From an optimization exercise on the open Yosys and OpenROAD flow, aimed at small area and a short achievable clock period; shortcuts taken in it are not production practice. Only simulation tests tie the RTL to the original design; equivalence was not proved.

==> run E <==
==> flow/design.v (excerpt) <==
module DLL_RX_TOP (
    input  wire         clk,
    input  wire         rst,
    input  wire         DL_Down,
    input  wire [127:0] I_DLL,
    input  wire         In_vld,
    input  wire [5:0]   In_len,
    input  wire         In_end,
    input  wire         In_type,
    input  wire         initiate_ack,
    input  wire         initiate_nak,
    output wire [127:0] Data_o,
    output wire         Data_vld,
    output wire         Data_end,
    output wire [5:0]   Data_len,
    output wire [11:0]  req_seq_num,
    output wire         schedule_ack,
    output wire         NAK_SCHEDULED,
    output wire         CRC_CHK_vld_dllp,
    output wire         ack_nak_time_out
);
    localparam [1:0] S_IDLE = 2'd0, S_R1 = 2'd1, S_R2 = 2'd2, S_CMP = 2'd3;
    reg  [1:0] st;
    wire vtlp  = In_vld & In_type;
    wire s_idle = (st == S_IDLE);
    wire s_r1   = (st == S_R1);
    wire s_r2   = (st == S_R2);
    wire s_cmp  = (st == S_CMP);
    wire t0  = s_idle & vtlp;             
    wire t1  = s_r1 & vtlp;               
    wire t1s = t1 & In_end;               
    wire t1l = t1 & ~In_end;              
    wire t2  = s_r2 & vtlp;               
    always @(posedge clk or negedge rst) begin
        if (!rst) st <= S_IDLE;
        else case (st)
            S_IDLE: st <= vtlp ? S_R1 : S_IDLE;
            S_R1:   st <= vtlp ? (In_end ? S_CMP : S_R2) : S_IDLE;
  ...
Settings: LEC_CHECK=0, CAP_MARGIN=20, CORE_MARGIN=2, CORE_UTILIZATION=40, CTS_BUF_LIST=sky130_fd_sc_hd__clkbuf_8, CTS_CLUSTER_DIAMETER=100, CTS_CLUSTER_SIZE=14, SLEW_MARGIN=20, SYNTH_HIERARCHICAL=1; clock period 40.0 ns.
standard.sh (not shown) runs the stock make flow with config.mk's settings and CLKGATE_MAP_FILE= SYNTH_SCRIPT=/design/flow/synth_recipe.tcl, a recipe that flattens the netlist after the stock synthesis.
==> flow/flow/run.sh <==
#!/bin/bash
# The standard ORFS layout (standard.sh), with these changes:
#  - synthesis (hierarchical, SYNTH_HIERARCHICAL 1 in config.mk, then
#    flattened by synth_recipe.tcl) maps the largest LCRC XOR network
#    (lcrc_lo) with the standard ABC script's restructuring but an
#    area-oriented last mapping, the DLLP check with a delay-targeted script
#    and the rest with an area-oriented one (flow/synth.tcl, flow/abc_*.script);
#  - after synthesis, flow/netlist_edit.py splits each xor3/xnor3 cell into two
#    2-input cells and sets upsized combinational cells back to size 1 (same
#    netlist structure and registers; the layout's repair steps resize);
#  - ports are buffered with sky130_fd_sc_hd__buf_1 instead of the resizer's
#    default choice (a delay cell);
#  - repair_timing aims for 22 ns of setup slack, so it speeds up the
#    combinational DLLP check from the I_DLL ports to CRC_CHK_vld_dllp.
# ORFS writes each step's log under orfs/logs; make's output goes to
# synth.log and standard.log, the netlist edit's to netlist_edit.log.
set -eo pipefail
export FLOW_DIR=$PWD/flow
export FLOW_SYNTH_TCL=$PWD/synth_recipe.tcl
export ABC_LO_MODULES="lcrc_lo"
export ABC_DLLP_MODULES="CRC_CHK"
ARGS=(SYNTH_SCRIPT=$PWD/flow/synth.tcl BUFFER_PORTS_ARGS="-buffer_cell sky130_fd_sc_hd__buf_1" SETUP_SLACK_MARGIN=22)
RES=$PWD/orfs/results/$FLOW_PLATFORM/DLL_RX_TOP/base
bash standard.sh "${ARGS[@]}" synth > synth.log 2>&1
cp $RES/1_2_yosys.v $RES/1_2_yosys.orig.v
python3 flow/netlist_edit.py $RES/1_2_yosys.v \
  $FLOW_HOME/platforms/$FLOW_PLATFORM/lib/sky130_fd_sc_hd__tt_025C_1v80.lib > netlist_edit.log 2>&1
rm -f $RES/1_synth.odb $RES/1_synth.sdc
bash standard.sh "${ARGS[@]}" finish > standard.log 2>&1
==> flow/flow/abc_area.script <==
&get -n
&st
&dch
&nf -R 1000
&put
==> flow/flow/abc_dllp.script <==
strash
dch
map -D 1400
==> flow/flow/abc_lo.script <==
&get -n
&st
&dch
&nf
&st
&syn2
&if -g -K 6
&synch2
&nf
&st
&syn2
&if -g -K 6
&synch2
&nf
&st
&syn2
&if -g -K 6
&synch2
&nf
&st
&syn2
&if -g -K 6
&synch2
&nf
&st
&syn2
&if -g -K 6
&synch2
&nf -R 1000
&put
==> flow/flow/synth.tcl <==
# The standard flow's synthesis script (synth_recipe.tcl, unchanged) with one change to the
# ABC mapping, module by module (SYNTH_HIERARCHICAL 1):
#  - ABC_LO_MODULES (the largest LCRC XOR network) get flow/abc_lo.script:
#    ORFS's abc_speed.script with its last mapping area-oriented and without
#    its final buffering and sizing;
#  - ABC_DLLP_MODULES (the DLLP check, the critical path) get
#    flow/abc_dllp.script (delay-targeted mapping);
#  - everything else gets flow/abc_area.script (area-oriented).
# Registers are mapped before ABC and are not affected.
proc abc {args} {
  set i [lsearch -exact $args -script]
  set lo $args
  lset lo [expr {$i + 1}] $::env(FLOW_DIR)/abc_lo.script
  set dllp $args
  lset dllp [expr {$i + 1}] $::env(FLOW_DIR)/abc_dllp.script
  lset args [expr {$i + 1}] $::env(FLOW_DIR)/abc_area.script
  foreach m $::env(ABC_LO_MODULES) { yosys abc {*}$lo $m }
  foreach m $::env(ABC_DLLP_MODULES) { yosys abc {*}$dllp $m }
  yosys abc {*}$args
}
source $::env(FLOW_SYNTH_TCL)
Other scripts of this flow, unchanged in this note and not shown: flow/flow/netlist_edit.py
==> run C: changes against run E <==
--- a/flow/design.v
+++ b/flow/design.v
@@ -16,17 +16,15 @@
     input  wire rst,
     input  wire lat_timer_start,
     input  wire nak_scheduled,
     output reg  ack_nak_time_out
 );
     localparam [1:0] IDLE = 2'd0, RUN = 2'd1, HALT = 2'd2;
-    localparam [8:0] L300 = 9'h1A7;
     reg [1:0] st, st_n;
     reg [8:0] timer, timer_n;
     reg       to_r;
-    wire [8:0] timer_inc = {timer[7:0], ~(timer[8] ^ timer[4])};
     always @(posedge clk or negedge rst) begin
         if (!rst) begin st <= IDLE; timer <= 9'd0; to_r <= 1'b0; end
         else begin st <= st_n; timer <= timer_n; to_r <= ack_nak_time_out; end
     end
     always @(*) begin
         ack_nak_time_out = to_r;
@@ -35,16 +33,16 @@
         case (st)
             IDLE: begin
                 st_n    = lat_timer_start ? RUN : IDLE;
                 timer_n = {8'd0, lat_timer_start};
             end
             RUN: begin
-                if (timer == L300) begin
+                if (timer == 9'd300) begin
                     st_n = HALT; ack_nak_time_out = 1'b1; timer_n = timer;
                 end else begin
-                    timer_n = timer_inc;
+                    timer_n = timer + 9'd1;
                     if (nak_scheduled) st_n = HALT;
                     else begin st_n = RUN; ack_nak_time_out = 1'b0; end
                 end
             end
             HALT: st_n = lat_timer_start ? RUN : IDLE;
             default: begin st_n = IDLE; ack_nak_time_out = 1'b0; timer_n = timer; end
@@ -1212,14 +1210,13 @@
   assign q[27] = fn_s64;
   assign q[28] = fn_s68;
   assign q[29] = fn_s71;
   assign q[30] = fn_s75;
   assign q[31] = fn_s77;
 endmodule
-module CRC_CHK (input wire [31:0] d, input wire [15:0] crc, input wire In_vld,
-                input wire In_type, output wire ok);
+module CRC_CHK (input wire [31:0] d, input wire [15:0] crc, output wire ok);
   wire [15:0] s;
   assign s[0] = d[4] ^ d[6] ^ d[7] ^ d[17] ^ d[23] ^ d[27] ^ d[30] ^ d[31] ^ crc[7] ^ crc[11] ^ 1'b1;
   assign s[1] = d[6] ^ d[9] ^ d[11] ^ d[13] ^ d[15] ^ d[17] ^ d[25] ^ d[27] ^ crc[9] ^ crc[11] ^ 1'b1;
   assign s[2] = d[5] ^ d[7] ^ d[8] ^ d[18] ^ d[24] ^ d[28] ^ d[31] ^ crc[0] ^ crc[8] ^ crc[12] ^ 1'b0;
   assign s[3] = d[6] ^ d[8] ^ d[9] ^ d[19] ^ d[25] ^ d[29] ^ crc[0] ^ crc[1] ^ crc[9] ^ crc[13] ^ 1'b1;
   assign s[4] = d[0] ^ d[4] ^ d[13] ^ d[15] ^ d[16] ^ d[26] ^ crc[1] ^ crc[4] ^ crc[6] ^ crc[7] ^ crc[8] ^ 1'b0;
@@ -1231,13 +1228,13 @@
   assign s[10] = d[1] ^ d[10] ^ d[12] ^ d[13] ^ d[23] ^ d[29] ^ crc[1] ^ crc[3] ^ crc[4] ^ crc[5] ^ crc[13] ^ 1'b0;
   assign s[11] = d[2] ^ d[11] ^ d[13] ^ d[14] ^ d[24] ^ d[30] ^ crc[2] ^ crc[4] ^ crc[5] ^ crc[6] ^ crc[14] ^ 1'b0;
   assign s[12] = d[7] ^ d[9] ^ d[10] ^ d[20] ^ d[26] ^ d[30] ^ crc[0] ^ crc[1] ^ crc[2] ^ crc[10] ^ crc[14] ^ 1'b1;
   assign s[13] = d[8] ^ d[10] ^ d[11] ^ d[21] ^ d[27] ^ d[31] ^ crc[1] ^ crc[2] ^ crc[3] ^ crc[11] ^ crc[15] ^ 1'b1;
   assign s[14] = d[2] ^ d[3] ^ d[4] ^ d[7] ^ d[8] ^ d[11] ^ d[12] ^ d[21] ^ d[22] ^ d[28] ^ crc[5] ^ crc[6] ^ 1'b1;
   assign s[15] = d[2] ^ d[3] ^ d[15] ^ d[16] ^ d[17] ^ d[20] ^ d[21] ^ d[24] ^ d[25] ^ crc[2] ^ crc[4] ^ crc[7] ^ 1'b0;
-  assign ok = In_vld & ~In_type & ~|s;
+  assign ok = ~|s;
 endmodule
 module DLL_RX_TOP (
     input  wire         clk,
     input  wire         rst,
     input  wire         DL_Down,
     input  wire [127:0] I_DLL,
@@ -1365,12 +1362,13 @@
     wire c0 = ov2 & ~rp & ~zc0, c1 = ov2 & rp & ~zc1;
     wire q0 = ov2 & ~rp & ~zd0, q1 = ov2 & rp & ~zd1;
     assign Data_o[127:16] = ({112{h0}} & H0) | ({112{h1}} & H1) |
                             ({112{c0}} & C0) | ({112{c1}} & C1);
     assign Data_o[15:0]   = ({16{h0}} & B0) | ({16{h1}} & B1) |
                             ({16{q0}} & D0) | ({16{q1}} & D1);
-    CRC_CHK crc_checker (.d(I_DLL[127:96]), .crc(I_DLL[95:80]), .In_vld(In_vld),
-                         .In_type(In_type), .ok(CRC_CHK_vld_dllp));
+    wire dllp_ok;
+    CRC_CHK crc_checker (.d(I_DLL[127:96]), .crc(I_DLL[95:80]), .ok(dllp_ok));
+    assign CRC_CHK_vld_dllp = In_vld & ~In_type & dllp_ok;
     ack_nak_lat_timer latency_timer (
         .clk(clk), .rst(rst), .lat_timer_start(acc), .nak_scheduled(initiate_nak),
         .ack_nak_time_out(ack_nak_time_out));
 endmodule
==> flow/flow/run.sh (replaced) <==
#!/bin/bash
# The standard ORFS layout (standard.sh, with the standard flow's own synthesis), with
# these changes:
#  - after synthesis, flow/netlist_edit.py splits each xor3/xnor3 cell into two
#    2-input cells and sets upsized combinational cells back to size 1 (same
#    netlist structure and registers; the layout's repair steps resize);
#  - ports are buffered with sky130_fd_sc_hd__buf_1 instead of the resizer's
#    default choice (a delay cell);
#  - after global routing, repair_timing -recover_power 100 downsizes
#    gates off the critical path;
#  - repair_timing aims for 22 ns of setup slack, so it speeds up the
#    combinational DLLP check from the I_DLL ports to CRC_CHK_vld_dllp.
# ORFS writes each step's log under orfs/logs; make's output goes to
# synth.log and standard.log, the netlist edit's to netlist_edit.log.
set -eo pipefail
ARGS=(BUFFER_PORTS_ARGS="-buffer_cell sky130_fd_sc_hd__buf_1" SETUP_SLACK_MARGIN=22 RECOVER_POWER=100)
RES=$PWD/orfs/results/$FLOW_PLATFORM/DLL_RX_TOP/base
bash standard.sh "${ARGS[@]}" synth > synth.log 2>&1
cp $RES/1_2_yosys.v $RES/1_2_yosys.orig.v
python3 flow/netlist_edit.py $RES/1_2_yosys.v \
  $FLOW_HOME/platforms/$FLOW_PLATFORM/lib/sky130_fd_sc_hd__tt_025C_1v80.lib > netlist_edit.log 2>&1
rm -f $RES/1_synth.odb $RES/1_synth.sdc
bash standard.sh "${ARGS[@]}" finish > standard.log 2>&1
--- a/flow/config.mk
+++ b/flow/config.mk
@@ -9,7 +9,6 @@
 export CORE_MARGIN = 2
 export CORE_UTILIZATION = 40
 export CTS_BUF_LIST = sky130_fd_sc_hd__clkbuf_8
 export CTS_CLUSTER_DIAMETER = 100
 export CTS_CLUSTER_SIZE = 14
 export SLEW_MARGIN = 20
-export SYNTH_HIERARCHICAL = 1
removed: flow/flow/abc_area.script
removed: flow/flow/abc_dllp.script
removed: flow/flow/abc_lo.script
removed: flow/flow/synth.tcl
==> notes.md <==
Status
The run finished, with violations left. The run did not pass the layout checks because of capacitance limit, slew limit.

Critical path
Along the worst path, the maximum fanout reaches 12. The launching instance or port of the critical path is I_DLL[109]. The data arrival time of the worst path is approximately 12,000 ps.

Worst hold path
The critical hold path startpoint is dlen[1].

Timing
The final number of max-transition violations is slightly above 700. The worst hold margin is 458 ps. Setup repair after global routing could not meet its margin everywhere.

Logic synthesis
The mapped netlist covers about 0.038 mm².

Die
The core outline area is approximately 0.095 mm². The floorplan die height is 314 µm. Measured along the x axis, the die boundary spans roughly 310 µm. The starting utilization of the core area is slightly above 40%.

GRT
The maximum number of pins on one net before global-route repair is between 60 and 70. The met3 usage is 3.48%.

Place
The instance count after placement with tap cells included is ~4,800. Once detailed placement completed, the half-perimeter wirelength came to 90,600 µm.

Job
The number of violations of the max-capacitance limit is 14.
-- figures above: run C

==> notes.md <==
Status
The flow ran to the end and the layout has no timing, DRC or antenna violations.

Place
The instance count after placement with tap cells included is about 4,400.

Job
Across the run, the number of max-cap violations was 0.

Timing
Setup repair after global routing left no endpoint under its margin. The final number of max-transition violations is 0. The worst hold margin is ~460 ps.

Worst hold path
The critical hold path startpoint is dlen[2].

Critical path
The maximum fanout along the worst path is 10.

Die
From bottom edge to top edge, the die measures approximately 310 µm. The width of the die is 306 µm.

GRT
Entering global routing, the biggest net connects around 110 pins.

Logic synthesis
After synthesis the cells add up to approximately 0.036 mm².
-- figures above: run E

==> port drivers added, routing unchanged <==
How much do the figures lean on ideal ports? The routed layouts below were timed once more, with nothing changed but the port constraints.
Step 1: set_driving_cell puts a clkbuf_16 on clk and a buf_2 on each other input, an assumption about the parent block.
Step 2 adds t to the input delays and takes it off the output delays; t is the mean of the earliest and latest rising clock arrival at the registers after step 1. Input paths then give back, and output paths get back, about the clock's delay inside the block.
Three values: no drivers, after step 1, after step 2; two values: the first two.
run | t, ns | setup slack, ns | worst setup path after step 2 | worst register clock-pin slew, ns | worst slew at a driven data input, ns
run E | 0.787 | 22.061 / 22.017 / 22.017 | input to output | 0.10 / 0.10 | 0.09
run C | 0.809 | 20.460 / 20.432 / 20.432 | input to output | 0.11 / 0.11 | 0.08
The setup slack of run E, which loses most, moves by -0.044 ns with the drivers and by -0.044 ns with both steps.
